This is an optimization exercise on Yosys and OpenROAD, whose aim is small area, not a production implementation.
The RTL was checked by simulation tests, not by an equivalence proof against the original design.
In every run shown here, the design's own scripts or RTL, not TritonCTS, make the clock network.
The clock port is modelled as an ideal driver, which makes a skipped or thinned clock tree look cheaper than it is; a real chip needs a root buffer or a tree.
Power figures rest on the tool's default switching activity, not on a simulated workload.

$ cat config.mk
export PLATFORM = sky130hd
export DESIGN_NAME = sound_main
export DESIGN_NICKNAME = sound_main
export VERILOG_FILES = /design/flow/design.v
export SDC_FILE = /design/flow/constraint.sdc
export NUM_CORES = 4
export LEC_CHECK = 0
export CAP_MARGIN = 20
export CORE_MARGIN = 2
export CORE_UTILIZATION = 80
export SLEW_MARGIN = 20
$ cat constraint.sdc
create_clock -name core_clock -period 5.0 [get_ports {clock}]
set_input_delay 1.0000 -clock core_clock [delete_from_list [all_inputs] [get_ports {clock}]]
set_output_delay 1.0000 -clock core_clock [all_outputs]
set_load 0.01 [all_outputs]
$ cat design.v
module sound_main(
	input  wire       clock,
	input  wire       reset,
	input  wire       mode_8chans,
	input  wire       mode_pan4ch,
	input  wire       mode_inv7b,
	input  wire       in_wrtoggle,
	input  wire       in_datnvol,
	input  wire [2:0] in_wraddr,
	input  wire [7:0] in_data,
	output wire       dac_clock,
	output wire       dac_leftright,
	output wire       dac_data
);
	reg [2:0] fifth;
	reg [6:0] sync;
	wire f4 = fifth[2];
	always @(posedge clock)
	if( reset )
		fifth <= 3'd0;
	else if( f4 )
		fifth <= 3'd0;
	else
		fifth <= fifth + 3'd1;
	always @(posedge clock)
	if( reset )
		sync <= 7'd0;
	else if( f4 )
		sync <= sync + 7'd1;
	assign dac_clock     = sync[0];
	assign dac_leftright = sync[6];
	wire [5:0] s   = sync[5:0];
	wire       lrp = ~sync[6];
	wire [1:0] c   = s[3:2];  
	wire [2:0] psi = {s[2]^s[0], s[1], s[0]} + fifth;
	wire ev_vol = (s[5:4]==2'd0) & (
	              (s[3:0]==4'd0  & fifth==3'd1) |
	              (s[3:0]==4'd4  & fifth==3'd4) |
	              (s[3:0]==4'd9  & fifth==3'd2) |
	              (s[3:0]==4'd14 & fifth==3'd0) );
	reg ev_vol_d, ev_dat, ev_first;
	always @(posedge clock)
	begin
		ev_vol_d <= ev_vol;
		ev_dat   <= ev_vol_d;
		ev_first <= ev_dat;
	end
	wire active = (s < 6'd18);           
	wire clr0   = (s[5:2] == 4'd0);      
	wire load_int = f4 & (&s);
	reg        p1;
	reg        pend;
	reg [47:0] rv;  
	reg [63:0] rd;  
	wire       wreq = in_wrtoggle ^ p1;
	wire       at7  = ((in_wraddr ^ psi) == 3'd7);  
	wire       land = (wreq | pend) & at7;
	always @(posedge clock)
	begin
		p1   <= in_wrtoggle;
		pend <= ~reset & (wreq | pend) & ~at7;
	end
	wire [5:0] ins_v = (land & ~in_datnvol) ? in_data[5:0] : rv[47:42];
	wire [7:0] ins_d = (land &  in_datnvol) ? in_data      : rd[63:56];
	always @(posedge clock)
	begin
		rv <= { rv[41:0], ins_v };
		rd <= { rd[55:0], ins_d };
	end
	wire       hv = c[1] & (mode_8chans | mode_pan4ch);
	wire [1:0] qv = {hv, 1'b0} + {1'b0, lrp} - {1'b0, c[1]};
	wire [1:0] qd = mode_8chans ? ( {1'b0, c[1]} + {1'b0, lrp} + 2'd1 ) :
	                mode_pan4ch ? 2'd1 :
	                              ( {1'b0, lrp} - {1'b0, c[1]} + 2'd1 );
	reg [5:0] vol_rd;
	reg [7:0] dat_rd;
	always @*
	begin
		case( qv )
		2'd0: vol_rd = rv[11:6];
		2'd1: vol_rd = rv[23:18];
		2'd2: vol_rd = rv[35:30];
		default: vol_rd = rv[47:42];
		endcase
		case( qd )
		2'd0: dat_rd = rd[15:8];
		2'd1: dat_rd = rd[31:24];
		2'd2: dat_rd = rd[47:40];
		default: dat_rd = rd[63:56];
		endcase
	end
	wire [2:0] av = { hv, lrp, c[0] };
	wire [2:0] ad = mode_8chans ? { c[1], lrp, c[0] } :
	                mode_pan4ch ? { 1'b0, c[1], c[0] } :
	                              { 1'b0, lrp, c[0] };
	wire fwd_v = pend & ~in_datnvol & (in_wraddr == av);
	wire fwd_d = pend &  in_datnvol & (in_wraddr == ad);
	reg  [5:0] vol;
	reg  [7:0] sh;
	reg  [6:0] sr;
	reg [22:0] ring;
	reg [15:0] word;
	always @(posedge clock)
	if( ev_vol )
		vol <= fwd_v ? in_data[5:0] : vol_rd;
	wire       od  = ring[0] & ~clr0;
	wire [5:0] add = (sh[0] & active) ? vol : 6'd0;
	wire [6:0] su  = sr[6:1] + add + {6'd0, od};
	wire sgn = sh[7] ^ (ev_first & ~mode_inv7b);
	always @(posedge clock)
	begin
		sr <= (ev_dat | ~active) ? 7'd0 : su;
		if( ev_dat )
			sh <= fwd_d ? in_data : dat_rd;
		else
			sh <= { sgn, sgn, sh[6:1] };
	end
	always @(posedge clock)
		ring <= { su[0], ring[22:1] };
	integer m;
	always @(posedge clock)
	if( load_int )
		for( m=0; m<16; m=m+1 )
			word[m] <= ring[7 + ((16-m)%16)];
	wire [4:0] j = sync[5:1];
	assign dac_data = ( (j != 5'd0) && (j <= 5'd16) ) ? word[j[3:0]] : 1'b0;
endmodule
$ cat flow/run.sh
#!/bin/bash
# Standard ORFS layout (standard.sh) with four changes:
#  - after the floorplan, the combinational logic is re-mapped for area
#    (flow/resynth.tcl); the registers are the standard synthesis's
#  - port buffers use the smallest buffer cell, buf_1
#  - after placement, combinational cells go back to their smallest size
#    where that keeps slew and capacitance within limits (flow/downsize.tcl)
#  - the clock tree is built by flow/cts.tcl instead of TritonCTS: the clock
#    port drives one root clock buffer, which drives one leaf clock buffer per
#    k-means cluster of registers. The configurations below are tried from the
#    smallest up; the first whose worst register clock-pin slew (placement
#    estimate) is at most 120 ps is kept.
# Synthesis, floorplan, placement, routing and finishing are standard.sh's.
set -euo pipefail
export BUFFER_PORTS_ARGS="-buffer_cell sky130_fd_sc_hd__buf_1"
bash standard.sh floorplan > flow_floorplan.log 2>&1
openroad -no_init -exit flow/resynth.tcl > flow_resynth.log 2>&1
bash standard.sh place > flow_place.log 2>&1
ok=0
n=0
for cfg in \
  "10 sky130_fd_sc_hd__clkbuf_8 sky130_fd_sc_hd__clkbuf_4 sky130_fd_sc_hd__clkbuf_4 10" \
  "11 sky130_fd_sc_hd__clkbuf_8 sky130_fd_sc_hd__clkbuf_4 sky130_fd_sc_hd__clkbuf_4 10" \
  "12 sky130_fd_sc_hd__clkbuf_8 sky130_fd_sc_hd__clkbuf_4 sky130_fd_sc_hd__clkbuf_4 10" \
  "12 sky130_fd_sc_hd__clkbuf_8 sky130_fd_sc_hd__clkbuf_4 none 0" \
  "13 sky130_fd_sc_hd__clkbuf_8 sky130_fd_sc_hd__clkbuf_8 none 0" \
  "14 sky130_fd_sc_hd__clkbuf_8 sky130_fd_sc_hd__clkbuf_16 none 0" \
  "16 sky130_fd_sc_hd__clkbuf_8 sky130_fd_sc_hd__clkbuf_16 none 0" \
  "20 sky130_fd_sc_hd__clkbuf_8 sky130_fd_sc_hd__clkbuf_16 none 0" ; do
  n=$((n+1))
  if MYCTS_CFG="$cfg" MYCTS_MAX_SLEW=0.12 openroad -no_init -exit flow/cts.tcl > flow_cts_$n.log 2>&1; then
    ok=1
    break
  fi
done
if [ $ok = 0 ]; then
  # fall back to the standard clock tree
  export CTS_ARGS="-sink_clustering_enable -repair_clock_nets -dont_use_dummy_load -buf_list sky130_fd_sc_hd__clkbuf_8"
fi
bash standard.sh finish > flow_finish.log 2>&1
$ cat flow/cts.tcl
# Downsizing and clock tree for the placed design (configuration in MYCTS_CFG: leaves, leaf
# buffer, root buffer, small-leaf buffer or none, largest cluster given the
# small buffer). Writes the CTS step's results only when the worst register
# clock-pin slew is at most MYCTS_MAX_SLEW (ns); exits with 3 otherwise.
set R orfs/results/sky130hd/sound_main/base
read_liberty $::env(FLOW_HOME)/platforms/sky130hd/lib/sky130_fd_sc_hd__tt_025C_1v80.lib
read_db $R/3_place.odb
read_sdc $R/3_place.sdc
source $::env(FLOW_HOME)/platforms/sky130hd/setRC.tcl
source flow/mycts.tcl
source flow/downsize.tcl

# Area recovery: each combinational cell that synthesis or placement sized up
# goes back to its family's smallest cell; repair_design then fixes any slew
# or capacitance violation this makes.
estimate_parasitics -placement
puts "cell area before downsizing: [area]"
downsize_all
estimate_parasitics -placement
repair_design -slew_margin 20 -cap_margin 20
puts "cell area after downsizing: [area]"
lassign $::env(MYCTS_CFG) nleaf leaf root small smax
if {$small eq "none"} { set small "" }
mycts_build $nleaf $leaf $root $small $smax
set_propagated_clock [all_clocks]
estimate_parasitics -placement
detailed_placement
check_placement -verbose
estimate_parasitics -placement
report_clock_skew
report_worst_slack -min
report_worst_slack -max
set worst 0
foreach pin [get_pins -hierarchical */CLK] { set s [get_property $pin slew_max]; if {$s > $worst} {set worst $s} }
puts "worst register clock pin slew: $worst"
if {$worst > $::env(MYCTS_MAX_SLEW)} {
  puts "slew above the limit: configuration refused"
  exit 3
}
write_db $R/4_1_cts.odb
write_sdc -no_timestamp $R/4_cts.sdc
$ cat flow/downsize.tcl
proc area {} { set a 0; foreach i [[ord::get_db_block] getInsts] { set m [$i getMaster]; if {[string match "*tap*" [$m getName]] || [string match "*fill*" [$m getName]]} continue; set a [expr $a + [$m getWidth]*[$m getHeight]/1e6] }; return $a }
# smallest-area master of each cell family (name without the _N drive suffix)
proc downsize_all {} {
  set db [ord::get_db]
  set fam [dict create]
  foreach lib [$db getLibs] {
    foreach m [$lib getMasters] {
      set n [$m getName]
      if {![regexp {^(sky130_fd_sc_hd__[a-z0-9]+)_([0-9]+)$} $n -> base drv]} continue
      set a [expr {[$m getWidth]*[$m getHeight]}]
      if {![dict exists $fam $base] || $a < [lindex [dict get $fam $base] 1]} { dict set fam $base [list $n $a] }
    }
  }
  set dont [list]
  catch { set dont $::env(DONT_USE_CELLS) }
  set count 0
  foreach inst [[ord::get_db_block] getInsts] {
    set m [$inst getMaster]; set n [$m getName]
    if {[$m isSequential] || [string match "*clkbuf*" $n] || [string match "*clkinv*" $n] || [string match "*tap*" $n] || [string match "*fill*" $n] || [string match "*decap*" $n]} continue
    if {![regexp {^(sky130_fd_sc_hd__[a-z0-9]+)_([0-9]+)$} $n -> base drv]} continue
    if {![dict exists $fam $base]} continue
    set best [lindex [dict get $fam $base] 0]
    if {$best ne $n} {
      replace_cell [$inst getName] $best
      incr count
    }
  }
  puts "downsized $count instances"
}
$ cat flow/filter_lib.py
#!/usr/bin/env python3
"""Copy a liberty file without the cells whose names match the given patterns
(the platform's don't-use cells), for restructure's ABC run."""
import fnmatch, re, sys

src, dst, *patterns = sys.argv[1:]
text = open(src).read()
out = []
pos = 0
cell_re = re.compile(r'\n(\s*)cell\s*\(\s*"?([A-Za-z0-9_]+)"?\s*\)\s*\{')
removed = 0
while True:
    m = cell_re.search(text, pos)
    if not m:
        out.append(text[pos:])
        break
    name = m.group(2)
    # find the matching closing brace of this cell group
    depth = 0
    i = m.end() - 1
    while True:
        ch = text[i]
        if ch == '{':
            depth += 1
        elif ch == '}':
            depth -= 1
            if depth == 0:
                break
        i += 1
    end = i + 1
    if any(fnmatch.fnmatch(name, p) for p in patterns):
        out.append(text[pos:m.start()])
        removed += 1
    else:
        out.append(text[pos:end])
    pos = end
open(dst, 'w').write(''.join(out))
print(f"removed {removed} cells")
$ cat flow/hafix.tcl
# Half adders whose SUM drives nothing compute only COUT = A & B: replace each
# with an and2 cell (same inputs, same output net).
proc fix_dangling_ha {} {
  set db [ord::get_db]
  set block [ord::get_db_block]
  set and2 [$db findMaster sky130_fd_sc_hd__and2_0]
  set n 0
  foreach inst [$block getInsts] {
    set m [$inst getMaster]
    if {![string match "sky130_fd_sc_hd__ha_*" [$m getName]]} continue
    set sum [$inst findITerm SUM]
    set snet [$sum getNet]
    set used 0
    if {$snet ne "NULL"} {
      foreach it [$snet getITerms] { if {$it ne $sum} { set used 1 } }
      if {[llength [$snet getBTerms]] > 0} { set used 1 }
    }
    if {$used} continue
    set a [[$inst findITerm A] getNet]
    set b [[$inst findITerm B] getNet]
    set co [[$inst findITerm COUT] getNet]
    set loc [$inst getLocation]
    set name [$inst getName]
    odb::dbInst_destroy $inst
    if {$snet ne "NULL"} { odb::dbNet_destroy $snet }
    set ni [odb::dbInst_create $block $and2 "${name}_and"]
    $ni setLocation [lindex $loc 0] [lindex $loc 1]
    $ni setPlacementStatus PLACED
    [$ni findITerm A] connect $a
    [$ni findITerm B] connect $b
    [$ni findITerm X] connect $co
    incr n
  }
  puts "replaced $n half adders with and2"
}
$ cat flow/mycts.tcl
# Manual clock tree: the clock port drives NLEAF clock buffers, each driving
# the registers of one k-means cluster of register positions.
proc mycts_build { nleaf master_name {root_name ""} {small_name ""} {small_max 0} } {
  set block [ord::get_db_block]
  set db [ord::get_db]
  set master [$db findMaster $master_name]
  set clknet [$block findNet clock]
  set sinks {}
  foreach it [$clknet getITerms] {
    set inst [$it getInst]
    set bb [$inst getBBox]
    set x [expr {([$bb xMin] + [$bb xMax]) / 2.0}]
    set y [expr {([$bb yMin] + [$bb yMax]) / 2.0}]
    lappend sinks [list $it $x $y]
  }
  set n [llength $sinks]
  # k-means, initial centres spread along the sorted x+y order
  set sorted [lsort -real -index 1 $sinks]
  set cx {}; set cy {}
  for {set k 0} {$k < $nleaf} {incr k} {
    set s [lindex $sorted [expr {int(($k + 0.5) * $n / $nleaf)}]]
    lappend cx [lindex $s 1]; lappend cy [lindex $s 2]
  }
  # grid-ish init: split by x then y for nleaf=4
  if {$nleaf == 4} {
    set xs [lsort -real [lmap s $sinks {lindex $s 1}]]
    set ys [lsort -real [lmap s $sinks {lindex $s 2}]]
    set x1 [lindex $xs [expr {$n/4}]]; set x3 [lindex $xs [expr {3*$n/4}]]
    set y1 [lindex $ys [expr {$n/4}]]; set y3 [lindex $ys [expr {3*$n/4}]]
    set cx [list $x1 $x3 $x1 $x3]; set cy [list $y1 $y1 $y3 $y3]
  }
  for {set iter 0} {$iter < 50} {incr iter} {
    set assign {}
    foreach s $sinks {
      set best 0; set bd 1e30
      for {set k 0} {$k < $nleaf} {incr k} {
        set d [expr {abs([lindex $s 1]-[lindex $cx $k]) + abs([lindex $s 2]-[lindex $cy $k])}]
        if {$d < $bd} {set bd $d; set best $k}
      }
      lappend assign $best
    }
    # balance: cap cluster size
    set ncx {}; set ncy {}
    for {set k 0} {$k < $nleaf} {incr k} {
      set sx 0; set sy 0; set c 0
      foreach s $sinks a $assign { if {$a == $k} { set sx [expr {$sx + [lindex $s 1]}]; set sy [expr {$sy + [lindex $s 2]}]; incr c } }
      if {$c > 0} { lappend ncx [expr {$sx/$c}]; lappend ncy [expr {$sy/$c}] } else { lappend ncx [lindex $cx $k]; lappend ncy [lindex $cy $k] }
    }
    set cx $ncx; set cy $ncy
  }
  set drv $clknet
  if {$root_name ne ""} {
    set rm [$db findMaster $root_name]
    set rinst [odb::dbInst_create $block $rm "mycts_root"]
    set sx 0; set sy 0
    for {set k 0} {$k < $nleaf} {incr k} { set sx [expr {$sx + [lindex $cx $k]}]; set sy [expr {$sy + [lindex $cy $k]}] }
    $rinst setLocation [expr {int($sx/$nleaf - [$rm getWidth]/2)}] [expr {int($sy/$nleaf - [$rm getHeight]/2)}]
    $rinst setPlacementStatus PLACED
    set drv [odb::dbNet_create $block "clknet_mycts_root"]
    $drv setSigType CLOCK
    [$rinst findITerm A] connect $clknet
    [$rinst findITerm X] connect $drv
  }
  for {set k 0} {$k < $nleaf} {incr k} {
    set cnt 0
    foreach a $assign { if {$a == $k} { incr cnt } }
    set master [$db findMaster $master_name]
    if {$small_name ne "" && $cnt <= $small_max} { set master [$db findMaster $small_name] }
    set inst [odb::dbInst_create $block $master "mycts_leaf_$k"]
    set w [$master getWidth]; set h [$master getHeight]
    $inst setLocation [expr {int([lindex $cx $k] - $w/2)}] [expr {int([lindex $cy $k] - $h/2)}]
    $inst setPlacementStatus PLACED
    set net [odb::dbNet_create $block "clknet_mycts_$k"]
    $net setSigType CLOCK
    [$inst findITerm A] connect $drv
    [$inst findITerm X] connect $net
    set c 0
    foreach s $sinks a $assign {
      if {$a == $k} { set it [lindex $s 0]; $it disconnect; $it connect $net; incr c }
    }
    puts "MYCTS leaf $k at [lindex $cx $k] [lindex $cy $k]: $c sinks"
  }
  $clknet setSigType CLOCK
}
$ cat flow/resynth.tcl
# Area recovery on the floorplanned netlist, before placement:
#  - half adders whose SUM output drives nothing become and2 cells
#  - OpenROAD's restructure re-maps the combinational logic between the
#    registers with ABC for area (registers, ports and nets to them unchanged)
set R orfs/results/sky130hd/sound_main/base
set LIB $::env(FLOW_HOME)/platforms/sky130hd/lib/sky130_fd_sc_hd__tt_025C_1v80.lib
read_liberty $LIB
read_db $R/2_floorplan.odb
read_sdc $R/2_floorplan.sdc
source $::env(FLOW_HOME)/platforms/sky130hd/setRC.tcl
source flow/downsize.tcl
source flow/hafix.tcl
puts "cell area from synthesis: [area]"
fix_dangling_ha
# ABC maps with a copy of the library without the platform's don't-use cells
file mkdir resynth_work
exec python3 flow/filter_lib.py $LIB resynth_work/abc.lib \
  sky130_fd_sc_hd__probe_p_8 sky130_fd_sc_hd__probec_p_8 sky130_fd_sc_hd__lpflow_*
set_dont_use [get_lib_cells {sky130_fd_sc_hd__probe_p_8 sky130_fd_sc_hd__probec_p_8 sky130_fd_sc_hd__lpflow_*}]
restructure -liberty_file resynth_work/abc.lib -target area \
  -tielo_port sky130_fd_sc_hd__conb_1/LO -tiehi_port sky130_fd_sc_hd__conb_1/HI \
  -work_dir resynth_work -abc_logfile resynth_work/abc.log
puts "cell area after restructure: [area]"
write_db $R/2_floorplan.odb
$ cat standard.sh
#!/bin/bash
# synth_recipe.tcl (not shown) runs the flow's synth.tcl, then flattens the netlist and writes it again
# the make line also repeats each setting of config.mk as NAME=value (left out here)
make -C /OpenROAD-flow-scripts/flow DESIGN_CONFIG=/design/flow/config.mk WORK_HOME=/design/flow/orfs CLKGATE_MAP_FILE= SYNTH_SCRIPT=/design/flow/synth_recipe.tcl "${@:-finish}"
==> flow_results.xml, run 1 <==
<?xml version="1.0" encoding="UTF-8"?>
<metrics>
  <group name="setup_path">
    <metric name="worstSetupStartpoint" unit="">sync[3]$_SDFFE_PP0P_</metric>
    <metric name="critPathTopFamily" unit="">buffers and inverters</metric>
    <metric name="critPathRequiredTime" unit="ps">5420</metric>
    <metric name="endpoint" unit="">sh[3]$_DFF_P_</metric>
    <metric name="timing.reg2reg.worst_path_depth" unit="">9</metric>
    <metric name="timing.critical_path.to_type" unit="">flop</metric>
    <metric name="crit_chain" unit="">clkinv_1, o22ai_1, buf_1, nor2_1, clkinv_1, a22oi_1, o22ai_1, a22oi_1, o21ai_0</metric>
    <metric name="crit_path_top_delay_cell" unit="">sky130_fd_sc_hd__nor2_1</metric>
    <metric name="worst-setup-path-type" unit="">reg -&gt; reg</metric>
    <metric name="cp_max_fo" unit="">19</metric>
    <metric name="arrival_time_reported_for_the_critical_path_endpoint" unit="ps">4550</metric>
    <metric name="worstSetupStartpointType" unit="">flop</metric>
    <metric name="worst-path-stages" unit="">9</metric>
    <metric name="rrSetupSlack" unit="ps">870</metric>
    <metric name="cpPeakStageDelay" unit="ps">990</metric>
    <metric name="path_buf_inv" unit="">3</metric>
    <metric name="crit-reg2reg-capture" unit="">sh[3]$_DFF_P_</metric>
    <metric name="r2r-start" unit="">sync[3]$_SDFFE_PP0P_</metric>
  </group>
  <group name="sta">
    <metric name="report.final.slew_viol_count" unit="">0</metric>
    <metric name="period_share" unit="%">82.7</metric>
    <metric name="setup_slack_after_layout" unit="ps">866</metric>
    <metric name="slew-limit-headroom" unit="%">20.5</metric>
    <metric name="post-route-min-period" unit="ps">4130</metric>
    <metric name="timing_hold_violations_final" unit="">0</metric>
    <metric name="worst_slew_pin_slew" unit="ps">1190</metric>
    <metric name="fin_worst_hold_slack" unit="ps">308</metric>
    <metric name="fin_worst_skew" unit="ps">24.2</metric>
    <metric name="timing.fmax" unit="MHz">242</metric>
    <metric name="fin_setup_tns" unit="ps">0</metric>
    <metric name="finalSetupViolations" unit="">0</metric>
    <metric name="grt_setup_unrepaired" unit="">false</metric>
  </group>
  <group name="drt">
    <metric name="routedWlPerCell" unit="um">18.1</metric>
    <metric name="via_count" unit="">3444</metric>
    <metric name="wl" unit="um">10300</metric>
    <metric name="drt-vias-per-instance" unit="">6.08</metric>
    <metric name="detail-route-antenna-nets" unit="">0</metric>
    <metric name="drt_pre_antenna_iters" unit="">5</metric>
    <metric name="drcViolationCount" unit="">0</metric>
    <metric name="detailedRoute.firstIterationViolations" unit="">296</metric>
  </group>
  <group name="synth">
    <metric name="synthesis.instances" unit="">388</metric>
    <metric name="yosys-top-cells-area" unit="">sky130_fd_sc_hd__dfxtp_1 (57%), sky130_fd_sc_hd__edfxtp_1 (11%), sky130_fd_sc_hd__mux4_2 (6.6%)</metric>
    <metric name="seq_area_frac_synth" unit="%">68.1</metric>
    <metric name="synth_area_per_cell" unit="um^2">14.9</metric>
    <metric name="netlist.top_cell.by_area" unit="">sky130_fd_sc_hd__dfxtp_1</metric>
    <metric name="synth_seq_cells" unit="">186</metric>
    <metric name="yosysWarningCount" unit="">1</metric>
    <metric name="synth.distinct_cells" unit="">42</metric>
    <metric name="mappedNetlistArea" unit="um^2">5790</metric>
    <metric name="mappedNetlistNets" unit="">426</metric>
    <metric name="yosysTopAreaCellShare" unit="%">56.7</metric>
  </group>
  <group name="hold_path">
    <metric name="min_path_cells" unit="">0</metric>
    <metric name="hold_path_class" unit="">reg -&gt; reg</metric>
  </group>
  <group name="power_and_ir_drop">
    <metric name="p_seq_share" unit="%">70.6</metric>
    <metric name="power.internal" unit="mW">2.05</metric>
    <metric name="worst_ir_drop_vdd" unit="V">0.000476</metric>
    <metric name="pwr-share-comb" unit="%">6.7</metric>
    <metric name="p_total" unit="mW">2.66</metric>
    <metric name="power_frac_clock" unit="%">22.7</metric>
    <metric name="power.density" unit="nW/um^2">461</metric>
    <metric name="power.leakage" unit="nW">2.03</metric>
    <metric name="switching_share_of_power" unit="%">22.9</metric>
    <metric name="power_switching" unit="mW">0.610</metric>
  </group>
  <group name="global_routing">
    <metric name="global_route.usage.total" unit="%">25.3</metric>
    <metric name="globalRoute.totalOverflow" unit="">0</metric>
    <metric name="first_global_vias" unit="">3147</metric>
    <metric name="largest_net_degree_at_the_start_of_global_routing" unit="">23</metric>
    <metric name="antenna_found_initial" unit="">0</metric>
    <metric name="wire_length_of_the_first_global_routing_pass" unit="um">15700</metric>
  </group>
  <group name="floorplan">
    <metric name="die_w" unit="um">89.1</metric>
    <metric name="io-pin-count" unit="">21</metric>
    <metric name="design.die.area" unit="um^2">7940</metric>
    <metric name="floorplan.initialDensity" unit="%">81.2</metric>
    <metric name="die_height" unit="um">89.1</metric>
    <metric name="floorplan.rows" unit="">31</metric>
    <metric name="floorplan.core_area" unit="um^2">7140</metric>
  </group>
  <group name="cells_and_area">
    <metric name="final_core_util" unit="%">80.8</metric>
    <metric name="area_growth_from_synthesis_to_layout" unit="%">-0.454</metric>
    <metric name="multiInputGateArea" unit="um^2">1300</metric>
    <metric name="layout_cells_sized_above_1" unit="%">2.78</metric>
    <metric name="postLayoutCellArea" unit="um^2">5770</metric>
    <metric name="final_cell_count_no_fill" unit="">566</metric>
    <metric name="register_area" unit="um^2">3940</metric>
    <metric name="filler_instances" unit="">438</metric>
    <metric name="final_nets" unit="">487</metric>
    <metric name="antenna_cells_inserted" unit="">0</metric>
  </group>
  <group name="clock_network">
    <metric name="insertion_delay" unit="ps">550</metric>
    <metric name="clk_pin_slew" unit="ps">110</metric>
  </group>
  <group name="placement">
    <metric name="port_buffers" unit="">20</metric>
    <metric name="final_weighted_congestion_of_routability_driven_global_placement" unit="">0.850</metric>
    <metric name="detailedPlace.worstSlack" unit="ps">974</metric>
    <metric name="place_inst" unit="">553</metric>
    <metric name="total_placed_instance_area" unit="um^2">5610</metric>
    <metric name="detailedPlacementHpwl" unit="um">6950</metric>
  </group>
  <group name="job">
    <metric name="max-cap-violations" unit="">0</metric>
  </group>
  <group name="run_status">
    <metric name="run_status" unit="">no timing/DRC/antenna violations</metric>
  </group>
</metrics>
[synthesized netlist by cell type, drive strengths merged]
cell type and instances:
nand3 1, nor2b 11, ha 17, a32oi 1, edfxtp 22, nor3 7, nor2 17, a21o 1
nor3b 2, a221o 8, nand3b 3, mux4 17, and4 1, buf 6, dfxtp 164, mux2 20
a31oi 2, fa 3, and3b 1, mux2i 4, xnor2 13, o21ai 9, xnor3 1, and3 6
nand2 11, xor2 5, a21oi 8, clkbuf 6, nand4 2, or4 1, o41a 1, or3 2
inv 14, o21a 1
[power by group through the flow]
stage                     Combinational [mW]  Sequential [mW]  Clock [mW]
after floorplan                        0.170             1.90           0
after global placement                 0.161             1.89           0
after detailed placement               0.173             1.91           0
after global routing                   0.197             1.90       0.656
final                                  0.178             1.88       0.603
[worst min path at each step]
stage,from,end
3_3_place_gp,rv[28]$_DFF_P_,rv[34]$_DFF_P_
6_report,rv[26]$_DFF_P_,rv[32]$_DFF_P_
2_1_floorplan,ev_vol_d$_DFF_P_,ev_dat$_DFF_P_
5_1_grt,rv[26]$_DFF_P_,rv[32]$_DFF_P_
3_5_place_dp,rd[19]$_DFF_P_,rd[27]$_DFF_P_
[flip-flops by register name (all words and copies together), names as in the netlist]
register / cells
ev_dat: 1
ev_vol_d: 1
ev_first: 1
ring: 23
fifth: 3
pend: 1
p1: 1
rv: 48
rd: 64
sr: 6
word: 16
sync: 7
vol: 6
sh: 8
[cells in the final DEF, fill, tap and decap left out]
| cell type | Yosys | final |
|---|---|---|
| sky130_fd_sc_hd__o21bai_1 | 0 | 1 |
| sky130_fd_sc_hd__and3_1 | 6 | 1 |
| sky130_fd_sc_hd__nor3_1 | 6 | 9 |
| sky130_fd_sc_hd__a31oi_1 | 1 | 1 |
| sky130_fd_sc_hd__xnor2_1 | 13 | 1 |
| sky130_fd_sc_hd__o311ai_0 | 0 | 1 |
| sky130_fd_sc_hd__a41oi_1 | 0 | 1 |
| sky130_fd_sc_hd__o311a_1 | 0 | 1 |
| sky130_fd_sc_hd__o2bb2ai_1 | 0 | 15 |
| sky130_fd_sc_hd__edfxtp_1 | 22 | 22 |
| sky130_fd_sc_hd__clkbuf_8 | 0 | 11 |
| sky130_fd_sc_hd__or3_1 | 2 | 1 |
| sky130_fd_sc_hd__nor4_1 | 0 | 7 |
| sky130_fd_sc_hd__a221oi_1 | 0 | 2 |
| sky130_fd_sc_hd__o22ai_1 | 0 | 38 |
| sky130_fd_sc_hd__clkbuf_2 | 0 | 1 |
| sky130_fd_sc_hd__o41ai_1 | 0 | 1 |
| sky130_fd_sc_hd__o21a_1 | 1 | 1 |
| sky130_fd_sc_hd__nor2_1 | 17 | 28 |
| sky130_fd_sc_hd__xor2_1 | 4 | 3 |
| sky130_fd_sc_hd__clkbuf_4 | 0 | 1 |
| sky130_fd_sc_hd__a2bb2oi_1 | 0 | 3 |
| sky130_fd_sc_hd__nand3b_1 | 3 | 2 |
| sky130_fd_sc_hd__buf_1 | 2 | 22 |
| sky130_fd_sc_hd__o22a_1 | 0 | 10 |
| sky130_fd_sc_hd__o21ai_0 | 7 | 21 |
| sky130_fd_sc_hd__a21oi_1 | 8 | 8 |
| sky130_fd_sc_hd__o31ai_1 | 0 | 1 |
| sky130_fd_sc_hd__clkinv_1 | 0 | 40 |
| sky130_fd_sc_hd__a22oi_1 | 0 | 24 |
| sky130_fd_sc_hd__or2_0 | 0 | 1 |
| sky130_fd_sc_hd__dfxtp_1 | 164 | 164 |
| sky130_fd_sc_hd__o221ai_1 | 0 | 5 |
| sky130_fd_sc_hd__a211oi_1 | 0 | 6 |
| sky130_fd_sc_hd__nand2_1 | 11 | 11 |
| sky130_fd_sc_hd__a22o_1 | 0 | 2 |
[kinds of logic (layout without fill, tap and decap cells)]
logic type / after synthesis / in the layout / synth area share, %
xor gates and xnor gates: 19 / 4 / 3.24
buffers and inverters: 26 / 75 / 1.88
adders and majority gates: 20 / 0 / 4.71
muxes: 41 / 0 / 12.1
AOI/OAI and AO/OA: 31 / 142 / 4.04
and+or+nand+nor: 65 / 60 / 5.94
DFF: 186 / 186 / 68.1
[layer usage]
metal / global-route usage (%) / up-vias / wire length (um)
li1: - / 1672 / -
met1: 36.5 / 1629 / 4730
met2: 41.7 / 119 / 4830
met3: 3.51 / 24 / 502
met4: 5.16 / 0 / 197
met5: 0 / - / 0
[cell type report]
cell class,instances,area share (%)
flip-flops and latches,186,68.4
multi-input cells,206,22.6
plain buffers,12,2.76
inverters,40,2.60
well taps,99,2.15
repair buffers,23,1.52
==> run 2: changes to the inputs <==
--- a/flow/run.sh
+++ b/flow/run.sh
@@ -8,5 +8,6 @@
 #  - the clock tree is built by flow/cts.tcl instead of TritonCTS: the clock
 #    port drives one root clock buffer, which drives one leaf clock buffer per
-#    k-means cluster of registers. The configurations below are tried from the
+#    k-means cluster of registers (clusters of at most
+#    ceil(registers/leaves)+1). The configurations below are tried from the
 #    smallest up; the first whose worst register clock-pin slew (placement
 #    estimate) is at most 120 ps is kept.
@@ -20,12 +21,11 @@
 n=0
 for cfg in \
-  "10 sky130_fd_sc_hd__clkbuf_8 sky130_fd_sc_hd__clkbuf_4 sky130_fd_sc_hd__clkbuf_4 10" \
-  "11 sky130_fd_sc_hd__clkbuf_8 sky130_fd_sc_hd__clkbuf_4 sky130_fd_sc_hd__clkbuf_4 10" \
-  "12 sky130_fd_sc_hd__clkbuf_8 sky130_fd_sc_hd__clkbuf_4 sky130_fd_sc_hd__clkbuf_4 10" \
-  "12 sky130_fd_sc_hd__clkbuf_8 sky130_fd_sc_hd__clkbuf_4 none 0" \
-  "13 sky130_fd_sc_hd__clkbuf_8 sky130_fd_sc_hd__clkbuf_8 none 0" \
+  "9 sky130_fd_sc_hd__clkbuf_8 sky130_fd_sc_hd__clkbuf_4 none 0" \
+  "10 sky130_fd_sc_hd__clkbuf_8 sky130_fd_sc_hd__clkbuf_4 none 0" \
+  "11 sky130_fd_sc_hd__clkbuf_8 sky130_fd_sc_hd__clkbuf_4 none 0" \
+  "12 sky130_fd_sc_hd__clkbuf_8 sky130_fd_sc_hd__clkbuf_8 none 0" \
   "14 sky130_fd_sc_hd__clkbuf_8 sky130_fd_sc_hd__clkbuf_16 none 0" \
   "16 sky130_fd_sc_hd__clkbuf_8 sky130_fd_sc_hd__clkbuf_16 none 0" \
-  "20 sky130_fd_sc_hd__clkbuf_8 sky130_fd_sc_hd__clkbuf_16 none 0" ; do
+  "20 sky130_fd_sc_hd__clkbuf_8 sky130_fd_sc_hd__clkbuf_16 none 0"; do
   n=$((n+1))
   if MYCTS_CFG="$cfg" MYCTS_MAX_SLEW=0.12 openroad -no_init -exit flow/cts.tcl > flow_cts_$n.log 2>&1; then
--- a/flow/mycts.tcl
+++ b/flow/mycts.tcl
@@ -30,15 +30,26 @@
     set cx [list $x1 $x3 $x1 $x3]; set cy [list $y1 $y1 $y3 $y3]
   }
-  for {set iter 0} {$iter < 50} {incr iter} {
-    set assign {}
+  # k-means with a cap on the cluster size (greedy nearest-first assignment)
+  set cap [expr {int(ceil(double($n) / $nleaf)) + 1}]
+  for {set iter 0} {$iter < 30} {incr iter} {
+    set pairs {}
+    set idx 0
     foreach s $sinks {
-      set best 0; set bd 1e30
       for {set k 0} {$k < $nleaf} {incr k} {
         set d [expr {abs([lindex $s 1]-[lindex $cx $k]) + abs([lindex $s 2]-[lindex $cy $k])}]
-        if {$d < $bd} {set bd $d; set best $k}
+        lappend pairs [list $d $idx $k]
       }
-      lappend assign $best
+      incr idx
     }
-    # balance: cap cluster size
+    set pairs [lsort -real -index 0 $pairs]
+    set assign [lrepeat $n -1]
+    set size [lrepeat $nleaf 0]
+    foreach p $pairs {
+      lassign $p d i k
+      if {[lindex $assign $i] >= 0} continue
+      if {[lindex $size $k] >= $cap} continue
+      lset assign $i $k
+      lset size $k [expr {[lindex $size $k] + 1}]
+    }
     set ncx {}; set ncy {}
     for {set k 0} {$k < $nleaf} {incr k} {
==> run 2 against run 1 <==
Against the previous run: synthesized cell count stayed put; largest power group unchanged; combinational power about the same; design area down 0.43%; critical path type is now reg -> out; first-iteration DRC count shrank 16%; flip-flop and latch count unchanged; fmax up 6.6%; still clean; routed wire length decreased by 0.62%; global-route usage shrank 0.14 points; hold slack improved by 27 ps; critical path depth decreased by 3; core utilization decreased by 0.35 points; area after synthesis unchanged.
==> flow_results.xml, run 2 <==
<?xml version="1.0" encoding="UTF-8"?>
<metrics>
  <group name="run_status">
    <metric name="run_status" unit="">no timing/DRC/antenna violations</metric>
  </group>
  <group name="global_routing">
    <metric name="first_global_vias" unit="">3087</metric>
    <metric name="wire_length_of_the_first_global_routing_pass" unit="um">15500</metric>
    <metric name="largest_net_degree_at_the_start_of_global_routing" unit="">23</metric>
    <metric name="antenna_found_initial" unit="">0</metric>
    <metric name="globalRoute.totalOverflow" unit="">0</metric>
    <metric name="global_route.usage.total" unit="%">25.2</metric>
  </group>
  <group name="synth">
    <metric name="synth_commonest_cells" unit="">sky130_fd_sc_hd__dfxtp_1 (164), sky130_fd_sc_hd__edfxtp_1 (22), sky130_fd_sc_hd__ha_1 (17), sky130_fd_sc_hd__mux4_2 (17), sky130_fd_sc_hd__nor2_1 (17)</metric>
    <metric name="mappedNetlistArea" unit="um^2">5790</metric>
    <metric name="synthArstFlopShare" unit="%">0</metric>
    <metric name="yosysWarningCount" unit="">1</metric>
    <metric name="seq_area_frac_synth" unit="%">68.1</metric>
    <metric name="netlist.top_cell.by_area" unit="">sky130_fd_sc_hd__dfxtp_1</metric>
    <metric name="synthesis.instances" unit="">388</metric>
    <metric name="yosysTopAreaCellShare" unit="%">56.7</metric>
    <metric name="yosys-top-cells-area" unit="">sky130_fd_sc_hd__dfxtp_1 (57%), sky130_fd_sc_hd__edfxtp_1 (11%), sky130_fd_sc_hd__mux4_2 (6.6%)</metric>
    <metric name="synth-edff-count" unit="">22</metric>
    <metric name="synth.distinct_cells" unit="">42</metric>
    <metric name="mappedNetlistNets" unit="">426</metric>
    <metric name="synth_seq_cells" unit="">186</metric>
    <metric name="post-synth-top-count-cell" unit="">sky130_fd_sc_hd__dfxtp_1</metric>
    <metric name="ys.flop_type" unit="">sky130_fd_sc_hd__dfxtp_1</metric>
    <metric name="synth_area_per_cell" unit="um^2">14.9</metric>
  </group>
  <group name="placement">
    <metric name="detailedPlacementHpwl" unit="um">6950</metric>
    <metric name="total_placed_instance_area" unit="um^2">5610</metric>
    <metric name="port_buffers" unit="">20</metric>
    <metric name="final_weighted_congestion_of_routability_driven_global_placement" unit="">0.850</metric>
    <metric name="place_inst" unit="">553</metric>
    <metric name="detailedPlace.worstSlack" unit="ps">974</metric>
  </group>
  <group name="clock_network">
    <metric name="insertion_delay" unit="ps">520</metric>
    <metric name="clk_pin_slew" unit="ps">120</metric>
  </group>
  <group name="power_and_ir_drop">
    <metric name="p_seq_share" unit="%">71.6</metric>
    <metric name="power_frac_clock" unit="%">21.6</metric>
    <metric name="power.density" unit="nW/um^2">457</metric>
    <metric name="pwr-share-comb" unit="%">6.8</metric>
    <metric name="power_switching" unit="mW">0.605</metric>
    <metric name="worst_ir_drop_vdd" unit="V">0.000487</metric>
    <metric name="switching_share_of_power" unit="%">23.1</metric>
    <metric name="p_total" unit="mW">2.62</metric>
    <metric name="power.internal" unit="mW">2.02</metric>
    <metric name="power.leakage" unit="nW">2.02</metric>
  </group>
  <group name="floorplan">
    <metric name="floorplan.core_area" unit="um^2">7140</metric>
    <metric name="die_w" unit="um">89.1</metric>
    <metric name="design.die.area" unit="um^2">7940</metric>
    <metric name="floorplan.rows" unit="">31</metric>
    <metric name="die_height" unit="um">89.1</metric>
    <metric name="io-pin-count" unit="">21</metric>
    <metric name="floorplan.initialDensity" unit="%">81.2</metric>
  </group>
  <group name="cells_and_area">
    <metric name="biggestRegsByFlops" unit="">rd: 64 flops, rv: 48 flops, ring: 23 flops</metric>
    <metric name="commonest_cells_after_routing_fill_and_taps_aside" unit="">sky130_fd_sc_hd__dfxtp_1 (164), sky130_fd_sc_hd__clkinv_1 (40), sky130_fd_sc_hd__o22ai_1 (38)</metric>
    <metric name="largest_reg_flops" unit="">64</metric>
    <metric name="multiInputGateArea" unit="um^2">1300</metric>
    <metric name="register_area" unit="um^2">3940</metric>
    <metric name="largest_register" unit="">rd</metric>
    <metric name="final_nets" unit="">485</metric>
    <metric name="final_common_cell" unit="">sky130_fd_sc_hd__dfxtp_1</metric>
    <metric name="filler_instances" unit="">448</metric>
    <metric name="postLayoutCellArea" unit="um^2">5740</metric>
    <metric name="area_growth_from_synthesis_to_layout" unit="%">-0.886</metric>
    <metric name="final_cell_count_no_fill" unit="">564</metric>
    <metric name="layout_cells_sized_above_1" unit="%">2.58</metric>
    <metric name="antenna_cells_inserted" unit="">0</metric>
  </group>
  <group name="drt">
    <metric name="via_count" unit="">3436</metric>
    <metric name="detailedRoute.firstIterationViolations" unit="">250</metric>
    <metric name="drcViolationCount" unit="">0</metric>
    <metric name="drt-vias-per-instance" unit="">6.09</metric>
    <metric name="drt_pre_antenna_iters" unit="">5</metric>
    <metric name="wl" unit="um">10200</metric>
    <metric name="detail-route-antenna-nets" unit="">0</metric>
    <metric name="routedWlPerCell" unit="um">18.1</metric>
  </group>
  <group name="setup_path">
    <metric name="arrival_time_reported_for_the_critical_path_endpoint" unit="ps">2880</metric>
    <metric name="worst-setup-path-type" unit="">reg -&gt; out</metric>
    <metric name="cpPeakStageDelay" unit="ps">780</metric>
    <metric name="crit_path_top_delay_cell" unit="">sky130_fd_sc_hd__dfxtp_1</metric>
    <metric name="critPathRequiredTime" unit="ps">4000</metric>
    <metric name="crit_chain" unit="">clkinv_1, a22o_1, o221ai_1, a31oi_1, o22a_1, buf_1</metric>
    <metric name="timing.critical_path.to_type" unit="">primary output</metric>
    <metric name="worstSetupStartpointType" unit="">flop</metric>
    <metric name="cp_max_fo" unit="">19</metric>
  </group>
  <group name="sta">
    <metric name="fin_setup_tns" unit="ps">0</metric>
    <metric name="timing.fmax" unit="MHz">258</metric>
    <metric name="grt_setup_unrepaired" unit="">false</metric>
    <metric name="period_share" unit="%">77.6</metric>
    <metric name="finalSetupViolations" unit="">0</metric>
    <metric name="report.final.slew_viol_count" unit="">0</metric>
    <metric name="post-route-min-period" unit="ps">3880</metric>
    <metric name="setup_slack_after_layout" unit="ps">1120</metric>
    <metric name="fin_worst_skew" unit="ps">27.1</metric>
    <metric name="slew-limit-headroom" unit="%">33.7</metric>
    <metric name="timing_hold_violations_final" unit="">0</metric>
    <metric name="worst_slew_pin_slew" unit="ps">985</metric>
  </group>
  <group name="hold_path">
    <metric name="hold_path_class" unit="">reg -&gt; reg</metric>
  </group>
  <group name="job">
    <metric name="max-cap-violations" unit="">0</metric>
  </group>
</metrics>
run 2: logic make-up after synthesis:
| logic type | after synthesis | synth area share (%) |
|---|---|---|
| flip-flops | 186 | 68.1 |
| AND/OR/NAND/NOR | 65 | 5.94 |
| multiplexers | 41 | 12.1 |
| AO/OA/AOI/OAI | 31 | 4.04 |
| buffers and inverters | 26 | 1.88 |
| adder cells (fa/ha/maj) | 20 | 4.71 |
| XOR/XNOR | 19 | 3.24 |
run 2: metal layers:
metal / share of wire, % / up-vias / GRT usage [%]
met1: 46 / 1630 / 36.7
li1: - / 1665 / -
met5: 0 / - / 0
met3: 4.9 / 24 / 3.32
met2: 46 / 117 / 41.0
met4: 2.3 / 0 / 5.43
run 2: path summary, 6_finish.rpt:
| check | from | endpoint | slack [ps] | cells after the start |
|---|---|---|---|---|
| worst max-delay path | sync[3]$_SDFFE_PP0P_ | dac_data | 1120 | 6 |
| worst min-delay path | ev_vol_d$_DFF_P_ | ev_dat$_DFF_P_ | 330 | 0 |
| worst max register to register | sync[3]$_SDFFE_PP0P_ | vol[5]$_DFFE_PP_ | 1300 | 7 |
| worst min register to register | ev_vol_d$_DFF_P_ | ev_dat$_DFF_P_ | 330 | 0 |
run 2: critical path, delay by kind of cell (launching register included):
| family | cells | cell delay [ps] |
|---|---|---|
| AO/OA/AOI/OAI | 4 | 880 |
| flip-flops | 1 | 780 |
| buffers and inverters | 2 | 700 |
run 2: layout make-up:
cell class,count,area share (%)
sequential,186,68.7
multi-input combinational,206,22.7
inverter,40,2.62
buffer,10,2.29
tap,99,2.16
timing repair buffer,23,1.53
run 2: power groups by stage:
stage	Clock, mW	Sequential [mW]	Combinational (mW)
final	0.565	1.88	0.179
after global routing	0.613	1.90	0.197
after detailed placement	0	1.91	0.173
after global placement	0	1.89	0.161
after floorplan	0	1.90	0.170
run 2: stage by stage:
step,utilization [%],hold WS (ps)
6_report,80.4,334
5_1_grt,80.4,342
3_5_place_dp,78.6,312
3_3_place_gp,78.6,310
2_1_floorplan,-,310
==> run 3: changes to the inputs <==
--- a/flow/run.sh
+++ b/flow/run.sh
@@ -11,5 +11,5 @@
 #    ceil(registers/leaves)+1). The configurations below are tried from the
 #    smallest up; the first whose worst register clock-pin slew (placement
-#    estimate) is at most 120 ps is kept.
+#    estimate) is at most 112 ps is kept (routing adds up to ~10 ps).
 # Synthesis, floorplan, placement, routing and finishing are standard.sh's.
 set -euo pipefail
@@ -29,5 +29,5 @@
   "20 sky130_fd_sc_hd__clkbuf_8 sky130_fd_sc_hd__clkbuf_16 none 0"; do
   n=$((n+1))
-  if MYCTS_CFG="$cfg" MYCTS_MAX_SLEW=0.12 openroad -no_init -exit flow/cts.tcl > flow_cts_$n.log 2>&1; then
+  if MYCTS_CFG="$cfg" MYCTS_MAX_SLEW=0.112 openroad -no_init -exit flow/cts.tcl > flow_cts_$n.log 2>&1; then
     ok=1
     break
==> run 3 against run 2 <==
Against the previous run: still clean; die area is the same; hold slack is essentially flat; combinational power is essentially flat; setup slack gained 3.9 ps.
==> flow_results.xml, run 3 <==
<?xml version="1.0" encoding="UTF-8"?>
<metrics>
  <group name="clock_network">
    <metric name="clk_pin_slew" unit="ps">110</metric>
    <metric name="insertion_delay" unit="ps">520</metric>
  </group>
  <group name="power_and_ir_drop">
    <metric name="p_total" unit="mW">2.63</metric>
    <metric name="power.density" unit="nW/um^2">457</metric>
    <metric name="worst_ir_drop_vdd" unit="V">0.000414</metric>
    <metric name="power.leakage" unit="nW">2.03</metric>
  </group>
  <group name="cells_and_area">
    <metric name="commonest_cells_after_routing_fill_and_taps_aside" unit="">sky130_fd_sc_hd__dfxtp_1 (164), sky130_fd_sc_hd__clkinv_1 (40), sky130_fd_sc_hd__o22ai_1 (38)</metric>
    <metric name="antenna_cells_inserted" unit="">0</metric>
    <metric name="largest_reg_flops" unit="">64</metric>
    <metric name="layout_cells_sized_above_1" unit="%">2.78</metric>
    <metric name="final_nets" unit="">487</metric>
    <metric name="largest_register" unit="">rd</metric>
    <metric name="final_core_util" unit="%">80.7</metric>
    <metric name="final_cell_count_no_fill" unit="">566</metric>
    <metric name="final_common_cell" unit="">sky130_fd_sc_hd__dfxtp_1</metric>
    <metric name="filler_instances" unit="">446</metric>
    <metric name="biggestRegsByFlops" unit="">rd: 64 flops, rv: 48 flops, ring: 23 flops</metric>
    <metric name="area_growth_from_synthesis_to_layout" unit="%">-0.562</metric>
  </group>
  <group name="job">
    <metric name="max-cap-violations" unit="">0</metric>
  </group>
  <group name="setup_path">
    <metric name="crit-reg2reg-capture" unit="">vol[5]$_DFFE_PP_</metric>
    <metric name="worst-setup-path-type" unit="">reg -&gt; out</metric>
    <metric name="endpoint" unit="">dac_data</metric>
    <metric name="worstSetupStartpoint" unit="">sync[3]$_SDFFE_PP0P_</metric>
    <metric name="timing.reg2reg.worst_path_depth" unit="">7</metric>
    <metric name="arrival_time_reported_for_the_critical_path_endpoint" unit="ps">2870</metric>
    <metric name="timing.critical_path.to_type" unit="">primary output</metric>
    <metric name="worstSetupStartpointType" unit="">flop</metric>
    <metric name="crit_path_top_delay_cell" unit="">sky130_fd_sc_hd__dfxtp_1</metric>
    <metric name="critPathRequiredTime" unit="ps">4000</metric>
    <metric name="rrSetupSlack" unit="ps">1330</metric>
    <metric name="crit_chain" unit="">clkinv_1, a22o_1, o221ai_1, a31oi_1, o22a_1, buf_1</metric>
    <metric name="r2r-start" unit="">sync[3]$_SDFFE_PP0P_</metric>
    <metric name="cpPeakStageDelay" unit="ps">780</metric>
    <metric name="cp_max_fo" unit="">19</metric>
  </group>
  <group name="sta">
    <metric name="post-route-min-period" unit="ps">3870</metric>
    <metric name="report.final.slew_viol_count" unit="">0</metric>
    <metric name="period_share" unit="%">77.5</metric>
    <metric name="finalSetupViolations" unit="">0</metric>
    <metric name="setup_slack_after_layout" unit="ps">1130</metric>
    <metric name="slew-limit-headroom" unit="%">33.7</metric>
    <metric name="timing_hold_violations_final" unit="">0</metric>
    <metric name="grt_setup_unrepaired" unit="">false</metric>
    <metric name="fin_worst_skew" unit="ps">8.88</metric>
    <metric name="fin_setup_tns" unit="ps">0</metric>
    <metric name="timing.fmax" unit="MHz">258</metric>
    <metric name="worst_slew_pin_slew" unit="ps">986</metric>
  </group>
  <group name="global_routing">
    <metric name="largest_net_degree_at_the_start_of_global_routing" unit="">21</metric>
    <metric name="globalRoute.totalOverflow" unit="">0</metric>
    <metric name="antenna_found_initial" unit="">0</metric>
    <metric name="wire_length_of_the_first_global_routing_pass" unit="um">15700</metric>
    <metric name="first_global_vias" unit="">3111</metric>
    <metric name="global_route.usage.total" unit="%">25.4</metric>
  </group>
  <group name="floorplan">
    <metric name="design.die.area" unit="um^2">7940</metric>
    <metric name="floorplan.core_area" unit="um^2">7140</metric>
    <metric name="io-pin-count" unit="">21</metric>
    <metric name="die_height" unit="um">89.1</metric>
    <metric name="die_w" unit="um">89.1</metric>
    <metric name="floorplan.rows" unit="">31</metric>
    <metric name="floorplan.initialDensity" unit="%">81.2</metric>
  </group>
  <group name="drt">
    <metric name="detail-route-antenna-nets" unit="">0</metric>
    <metric name="wl" unit="um">10100</metric>
    <metric name="detailedRoute.firstIterationViolations" unit="">260</metric>
    <metric name="drcViolationCount" unit="">0</metric>
    <metric name="drt_pre_antenna_iters" unit="">5</metric>
    <metric name="drt-vias-per-instance" unit="">5.98</metric>
    <metric name="routedWlPerCell" unit="um">17.8</metric>
    <metric name="via_count" unit="">3387</metric>
  </group>
  <group name="synth">
    <metric name="mappedNetlistArea" unit="um^2">5790</metric>
    <metric name="ys.flop_type" unit="">sky130_fd_sc_hd__dfxtp_1</metric>
    <metric name="synthArstFlopShare" unit="%">0</metric>
    <metric name="mappedNetlistNets" unit="">426</metric>
    <metric name="synth-edff-count" unit="">22</metric>
    <metric name="seq_area_frac_synth" unit="%">68.1</metric>
    <metric name="synthesis.instances" unit="">388</metric>
    <metric name="synth_area_per_cell" unit="um^2">14.9</metric>
    <metric name="yosysWarningCount" unit="">1</metric>
    <metric name="synth_commonest_cells" unit="">sky130_fd_sc_hd__dfxtp_1 (164), sky130_fd_sc_hd__edfxtp_1 (22), sky130_fd_sc_hd__ha_1 (17), sky130_fd_sc_hd__mux4_2 (17), sky130_fd_sc_hd__nor2_1 (17)</metric>
    <metric name="yosysTopAreaCellShare" unit="%">56.7</metric>
    <metric name="yosys-top-cells-area" unit="">sky130_fd_sc_hd__dfxtp_1 (57%), sky130_fd_sc_hd__edfxtp_1 (11%), sky130_fd_sc_hd__mux4_2 (6.6%)</metric>
    <metric name="post-synth-top-count-cell" unit="">sky130_fd_sc_hd__dfxtp_1</metric>
    <metric name="netlist.top_cell.by_area" unit="">sky130_fd_sc_hd__dfxtp_1</metric>
    <metric name="synth.distinct_cells" unit="">42</metric>
    <metric name="synth_seq_cells" unit="">186</metric>
  </group>
  <group name="placement">
    <metric name="final_weighted_congestion_of_routability_driven_global_placement" unit="">0.850</metric>
    <metric name="place_inst" unit="">553</metric>
    <metric name="detailedPlace.worstSlack" unit="ps">974</metric>
    <metric name="port_buffers" unit="">20</metric>
    <metric name="detailedPlacementHpwl" unit="um">6950</metric>
  </group>
  <group name="hold_path">
    <metric name="hold_path_class" unit="">reg -&gt; reg</metric>
  </group>
  <group name="run_status">
    <metric name="run_status" unit="">no timing/DRC/antenna violations</metric>
  </group>
</metrics>
-- run 3: cell counts after synthesis --
Identical to the previous run, type by type.
-- run 3: layout make-up --
type                    instances  area, um^2  area share, %
multi-input cells             206        1300           22.6
well taps                      99         124           2.15
flip-flops and latches        186        3940           68.5
inverters                      40         150           2.61
plain buffers                  11         145           2.52
repair buffers                 24        95.1           1.65
-- run 3: cell families (layout without fill, tap and decap cells) --
group,count (synthesis),after routing,share of synthesized area (%)
buffers and inverters,26,75,1.88
AOI/OAI and AO/OA,31,142,4.04
adders and majority gates,20,0,4.71
xor gates and xnor gates,19,4,3.24
muxes,41,0,12.1
and+or+nand+nor,65,60,5.94
DFF,186,186,68.1
-- run 3: worst min-delay path by stage --
| stage | start | endpoint | slack, ps | cells past startpoint |
|---|---|---|---|---|
| 2_1_floorplan | ev_vol_d$_DFF_P_ | ev_dat$_DFF_P_ | 310 | 0 |
| 3_3_place_gp | rv[28]$_DFF_P_ | rv[34]$_DFF_P_ | 310 | 0 |
| 3_5_place_dp | rd[19]$_DFF_P_ | rd[27]$_DFF_P_ | 310 | 0 |
| 5_1_grt | rd[35]$_DFF_P_ | rd[43]$_DFF_P_ | 330 | 0 |
| 6_report | rd[35]$_DFF_P_ | rd[43]$_DFF_P_ | 330 | 0 |
-- run 3: critical path, delay by kind of cell (launching register included) --
family                 cells  cell delay (ps)
buffers and inverters      2              700
flip-flops                 1              780
AO/OA/AOI/OAI              4              880
-- run 3: metrics by stage --
stage	hold slack, ps	area (um^2)
global route	333	5760
finish	334	5760
global placement	310	5610
floorplan	310	5790
detailed placement	312	5610
-- run 3: per-layer routing --
| metal | vias up | part of all wire (%) | GRT usage [%] |
|---|---|---|---|
| li1 | 1674 | - | - |
| met1 | 1597 | 46 | 37.9 |
| met2 | 95 | 47 | 40.0 |
| met3 | 21 | 5.6 | 3.42 |
| met4 | 0 | 2.2 | 6.24 |
| met5 | - | 0 | 0 |
-- run 3: report_power, final --
| group | total, mW | internal, mW | leakage (nW) | switching (mW) |
|---|---|---|---|---|
| Combinational | 0.178 | 0.0764 | 0.397 | 0.102 |
| Clock | 0.576 | 0.187 | 0.0765 | 0.389 |
| Sequential | 1.88 | 1.77 | 1.55 | 0.106 |
| Total | 2.63 | 2.03 | 2.03 | 0.596 |
==> run 4: changes to the inputs <==
--- a/flow/cts.tcl
+++ b/flow/cts.tcl
@@ -1,5 +1,5 @@
-# Downsizing and clock tree for the placed design (configuration in MYCTS_CFG: leaves, leaf
-# buffer, root buffer, small-leaf buffer or none, largest cluster given the
-# small buffer). Writes the CTS step's results only when the worst register
+# Downsizing and clock tree for the placed design (clock tree configuration in
+# MYCTS_CFG: leaves, leaf buffer, root buffer, small-leaf buffer or none,
+# largest cluster given the small buffer). Writes the CTS step's results only when the worst register
 # clock-pin slew is at most MYCTS_MAX_SLEW (ns); exits with 3 otherwise.
 set R orfs/results/sky130hd/sound_main/base
--- a/flow/mycts.tcl
+++ b/flow/mycts.tcl
@@ -1,4 +1,8 @@
-# Manual clock tree: the clock port drives NLEAF clock buffers, each driving
-# the registers of one k-means cluster of register positions.
+# Manual clock tree: the clock port drives one root clock buffer (root_name),
+# which drives nleaf leaf clock buffers (master_name), each driving the
+# registers of one cluster. Clusters: k-means on register positions with at
+# most ceil(registers/nleaf)+1 registers each. Without root_name the clock port
+# drives the leaves directly. small_name, if given, replaces master_name for
+# clusters of at most small_max registers.
 proc mycts_build { nleaf master_name {root_name ""} {small_name ""} {small_max 0} } {
   set block [ord::get_db_block]
==> run 4 against run 3 <==
Against the previous run: core utilization unchanged; flip-flop and latch count unchanged; sequential power about the same; largest cell class unchanged; combinational power about the same; cell count unchanged; register-to-register slack about the same; synthesized cell count unchanged; die area unchanged; area after synthesis unchanged; via count unchanged; clock skew unchanged; largest power group unchanged; hold slack unchanged.
==> flow_results.xml, run 4 <==
<?xml version="1.0" encoding="UTF-8"?>
<metrics>
  <group name="floorplan">
    <metric name="design.die.area" unit="um^2">7940</metric>
    <metric name="die_w" unit="um">89.1</metric>
    <metric name="floorplan.core_area" unit="um^2">7140</metric>
    <metric name="floorplan.initialDensity" unit="%">81.2</metric>
    <metric name="die_height" unit="um">89.1</metric>
    <metric name="floorplan.rows" unit="">31</metric>
    <metric name="io-pin-count" unit="">21</metric>
  </group>
  <group name="global_routing">
    <metric name="top_usage_layer" unit="">met2</metric>
    <metric name="wire_length_of_the_first_global_routing_pass" unit="um">15700</metric>
    <metric name="antenna_found_initial" unit="">0</metric>
    <metric name="gr-usage-met1" unit="%">37.9</metric>
    <metric name="globalRoute.totalOverflow" unit="">0</metric>
    <metric name="largest_net_degree_at_the_start_of_global_routing" unit="">21</metric>
    <metric name="global_route.usage.total" unit="%">25.4</metric>
    <metric name="first_global_vias" unit="">3111</metric>
    <metric name="use_met3" unit="%">3.42</metric>
    <metric name="grtUsageMet2" unit="%">40.0</metric>
  </group>
  <group name="synth">
    <metric name="yosysWarningCount" unit="">1</metric>
    <metric name="mappedNetlistNets" unit="">426</metric>
    <metric name="mappedNetlistArea" unit="um^2">5790</metric>
    <metric name="synth_area_per_cell" unit="um^2">14.9</metric>
    <metric name="synth_seq_cells" unit="">186</metric>
    <metric name="synthArstFlopShare" unit="%">0</metric>
    <metric name="synth_commonest_cells" unit="">sky130_fd_sc_hd__dfxtp_1 (164), sky130_fd_sc_hd__edfxtp_1 (22), sky130_fd_sc_hd__ha_1 (17), sky130_fd_sc_hd__mux4_2 (17), sky130_fd_sc_hd__nor2_1 (17)</metric>
    <metric name="netlist.top_cell.by_area" unit="">sky130_fd_sc_hd__dfxtp_1</metric>
    <metric name="ys.flop_type" unit="">sky130_fd_sc_hd__dfxtp_1</metric>
    <metric name="yosys-top-cells-area" unit="">sky130_fd_sc_hd__dfxtp_1 (57%), sky130_fd_sc_hd__edfxtp_1 (11%), sky130_fd_sc_hd__mux4_2 (6.6%)</metric>
    <metric name="synth-edff-count" unit="">22</metric>
    <metric name="synthesis.instances" unit="">388</metric>
    <metric name="yosysTopAreaCellShare" unit="%">56.7</metric>
    <metric name="synth.distinct_cells" unit="">42</metric>
    <metric name="post-synth-top-count-cell" unit="">sky130_fd_sc_hd__dfxtp_1</metric>
    <metric name="seq_area_frac_synth" unit="%">68.1</metric>
  </group>
  <group name="drt">
    <metric name="detail-route-antenna-nets" unit="">0</metric>
    <metric name="routedWlPerCell" unit="um">17.8</metric>
    <metric name="drt-vias-per-instance" unit="">5.98</metric>
    <metric name="detailedRoute.firstIterationViolations" unit="">260</metric>
    <metric name="drt_pre_antenna_iters" unit="">5</metric>
    <metric name="drcViolationCount" unit="">0</metric>
    <metric name="wl" unit="um">10100</metric>
    <metric name="via_count" unit="">3387</metric>
  </group>
  <group name="hold_path">
    <metric name="hold_path_class" unit="">reg -&gt; reg</metric>
  </group>
  <group name="cells_and_area">
    <metric name="largest_reg_flops" unit="">64</metric>
    <metric name="register_area" unit="um^2">3940</metric>
    <metric name="antenna_cells_inserted" unit="">0</metric>
    <metric name="filler_instances" unit="">446</metric>
    <metric name="final_nets" unit="">487</metric>
    <metric name="final_cell_count_no_fill" unit="">566</metric>
    <metric name="commonest_cells_after_routing_fill_and_taps_aside" unit="">sky130_fd_sc_hd__dfxtp_1 (164), sky130_fd_sc_hd__clkinv_1 (40), sky130_fd_sc_hd__o22ai_1 (38)</metric>
    <metric name="multiInputGateArea" unit="um^2">1300</metric>
    <metric name="largest_register" unit="">rd</metric>
    <metric name="final_core_util" unit="%">80.7</metric>
    <metric name="final_common_cell" unit="">sky130_fd_sc_hd__dfxtp_1</metric>
    <metric name="layout_cells_sized_above_1" unit="%">2.78</metric>
    <metric name="biggestRegsByFlops" unit="">rd: 64 flops, rv: 48 flops, ring: 23 flops</metric>
    <metric name="area_growth_from_synthesis_to_layout" unit="%">-0.562</metric>
  </group>
  <group name="sta">
    <metric name="timing.fmax" unit="MHz">258</metric>
    <metric name="timing_hold_violations_final" unit="">0</metric>
    <metric name="report.final.slew_viol_count" unit="">0</metric>
    <metric name="fin_worst_skew" unit="ps">8.88</metric>
    <metric name="worst_slew_pin_slew" unit="ps">986</metric>
    <metric name="post-route-min-period" unit="ps">3870</metric>
    <metric name="slew-limit-headroom" unit="%">33.7</metric>
    <metric name="period_share" unit="%">77.5</metric>
    <metric name="grt_setup_unrepaired" unit="">false</metric>
    <metric name="finalSetupViolations" unit="">0</metric>
    <metric name="fin_setup_tns" unit="ps">0</metric>
  </group>
  <group name="setup_path">
    <metric name="rrSetupSlack" unit="ps">1330</metric>
    <metric name="worstSetupStartpointType" unit="">flop</metric>
    <metric name="arrival_time_reported_for_the_critical_path_endpoint" unit="ps">2870</metric>
    <metric name="worstSetupStartpoint" unit="">sync[3]$_SDFFE_PP0P_</metric>
    <metric name="r2r-start" unit="">sync[3]$_SDFFE_PP0P_</metric>
    <metric name="crit-reg2reg-capture" unit="">vol[5]$_DFFE_PP_</metric>
    <metric name="timing.reg2reg.worst_path_depth" unit="">7</metric>
    <metric name="timing.critical_path.to_type" unit="">primary output</metric>
    <metric name="worst-setup-path-type" unit="">reg -&gt; out</metric>
    <metric name="critPathRequiredTime" unit="ps">4000</metric>
    <metric name="endpoint" unit="">dac_data</metric>
    <metric name="cp_max_fo" unit="">19</metric>
  </group>
  <group name="power_and_ir_drop">
    <metric name="power_frac_clock" unit="%">21.9</metric>
    <metric name="power.internal" unit="mW">2.03</metric>
    <metric name="power_switching" unit="mW">0.596</metric>
    <metric name="power.density" unit="nW/um^2">457</metric>
    <metric name="p_total" unit="mW">2.63</metric>
    <metric name="switching_share_of_power" unit="%">22.7</metric>
    <metric name="worst_ir_drop_vdd" unit="V">0.000414</metric>
    <metric name="p_seq_share" unit="%">71.3</metric>
    <metric name="pwr-share-comb" unit="%">6.8</metric>
    <metric name="power.leakage" unit="nW">2.03</metric>
  </group>
  <group name="placement">
    <metric name="final_weighted_congestion_of_routability_driven_global_placement" unit="">0.850</metric>
    <metric name="detailedPlacementHpwl" unit="um">6950</metric>
    <metric name="place_inst" unit="">553</metric>
    <metric name="port_buffers" unit="">20</metric>
  </group>
  <group name="clock_network">
    <metric name="clk_pin_slew" unit="ps">110</metric>
    <metric name="insertion_delay" unit="ps">520</metric>
  </group>
  <group name="job">
    <metric name="max-cap-violations" unit="">0</metric>
  </group>
  <group name="run_status">
    <metric name="run_status" unit="">no timing/DRC/antenna violations</metric>
  </group>
</metrics>
[run 4: routing by layer]
metal / up-vias / part of all wire (%)
li1: 1674 / -
met1: 1597 / 46
met2: 95 / 47
met3: 21 / 5.6
met4: 0 / 2.2
met5: - / 0
[run 4: worst min path at each step]
stage,start,to,slack [ps],cells past startpoint
after floorplan,ev_vol_d$_DFF_P_,ev_dat$_DFF_P_,310,0
after global placement,rv[28]$_DFF_P_,rv[34]$_DFF_P_,310,0
after detailed placement,rd[19]$_DFF_P_,rd[27]$_DFF_P_,310,0
after global routing,rd[35]$_DFF_P_,rd[43]$_DFF_P_,330,0
final,rd[35]$_DFF_P_,rd[43]$_DFF_P_,330,0
[run 4: layout make-up]
cell class | instances | share of cell area, %
plain buffers | 11 | 2.52
inverters | 40 | 2.61
well taps | 99 | 2.15
repair buffers | 24 | 1.65
flip-flops and latches | 186 | 68.5
multi-input cells | 206 | 22.6
[run 4: metrics by stage]
step	hold WS, ps	cell area, um^2	setup slack (ps)
2_1_floorplan	310	5790	2300
3_3_place_gp	310	5610	1370
3_5_place_dp	312	5610	974
5_1_grt	333	5760	893
6_report	334	5760	1130
[run 4: critical path, stage by stage (launching register included)]
cell                       delay, ps
sky130_fd_sc_hd__dfxtp_1         780
sky130_fd_sc_hd__clkinv_1        570
sky130_fd_sc_hd__a22o_1          350
sky130_fd_sc_hd__o221ai_1        180
sky130_fd_sc_hd__a31oi_1         120
sky130_fd_sc_hd__o22a_1          230
sky130_fd_sc_hd__buf_1           130
[run 4: logic make-up (layout without fill, tap and decap cells)]
kind of cell | after synthesis | count (layout) | share of synthesized area (%)
AOI/OAI and AO/OA | 31 | 142 | 4.04
xor gates and xnor gates | 19 | 4 | 3.24
adders and majority gates | 20 | 0 | 4.71
buffers and inverters | 26 | 75 | 1.88
DFF | 186 | 186 | 68.1
muxes | 41 | 0 | 12.1
and+or+nand+nor | 65 | 60 | 5.94
[run 4: power groups by stage]
| stage | Sequential [mW] | Clock (mW) | Combinational, mW |
|---|---|---|---|
| after floorplan | 1.90 | 0 | 0.170 |
| after global placement | 1.89 | 0 | 0.161 |
| after detailed placement | 1.91 | 0 | 0.173 |
| after global routing | 1.90 | 0.641 | 0.198 |
| final | 1.88 | 0.576 | 0.178 |

-- re-timing with driven ports --
Ports are ideal in the flow. The routed layouts listed here were re-timed in OpenROAD. Step 1 sets driving cells, clkbuf_16 on the clock port and buf_2 on the other inputs (assumed; they add their load-dependent delay and slew). Step 2, shift: input delay + t, output delay - t, t = (earliest + latest rising clock arrival at the registers) / 2. This alone moves slack from input paths to output paths. a / b / c = no drivers / after step 1 / after step 2; a / b = the first two.
run	t, ns	setup WS [ns]	worst register clock-pin slew, ns	worst slew at a driven data input, ns
run 1	0.571	0.866 / 0.866 / 0.824	0.11 / 0.11	0.04
run 2	0.536	1.122 / 1.092 / 1.302	0.12 / 0.12	0.04
run 3	0.550	1.126 / 1.095 / 1.332	0.11 / 0.11	0.04
run 4	0.550	1.126 / 1.095 / 1.332	0.11 / 0.11	0.04
After both steps every run listed still meets setup and hold. The setup slack of run 1, which loses most, moves by 0.000 ns with the drivers and by -0.042 ns with both steps.
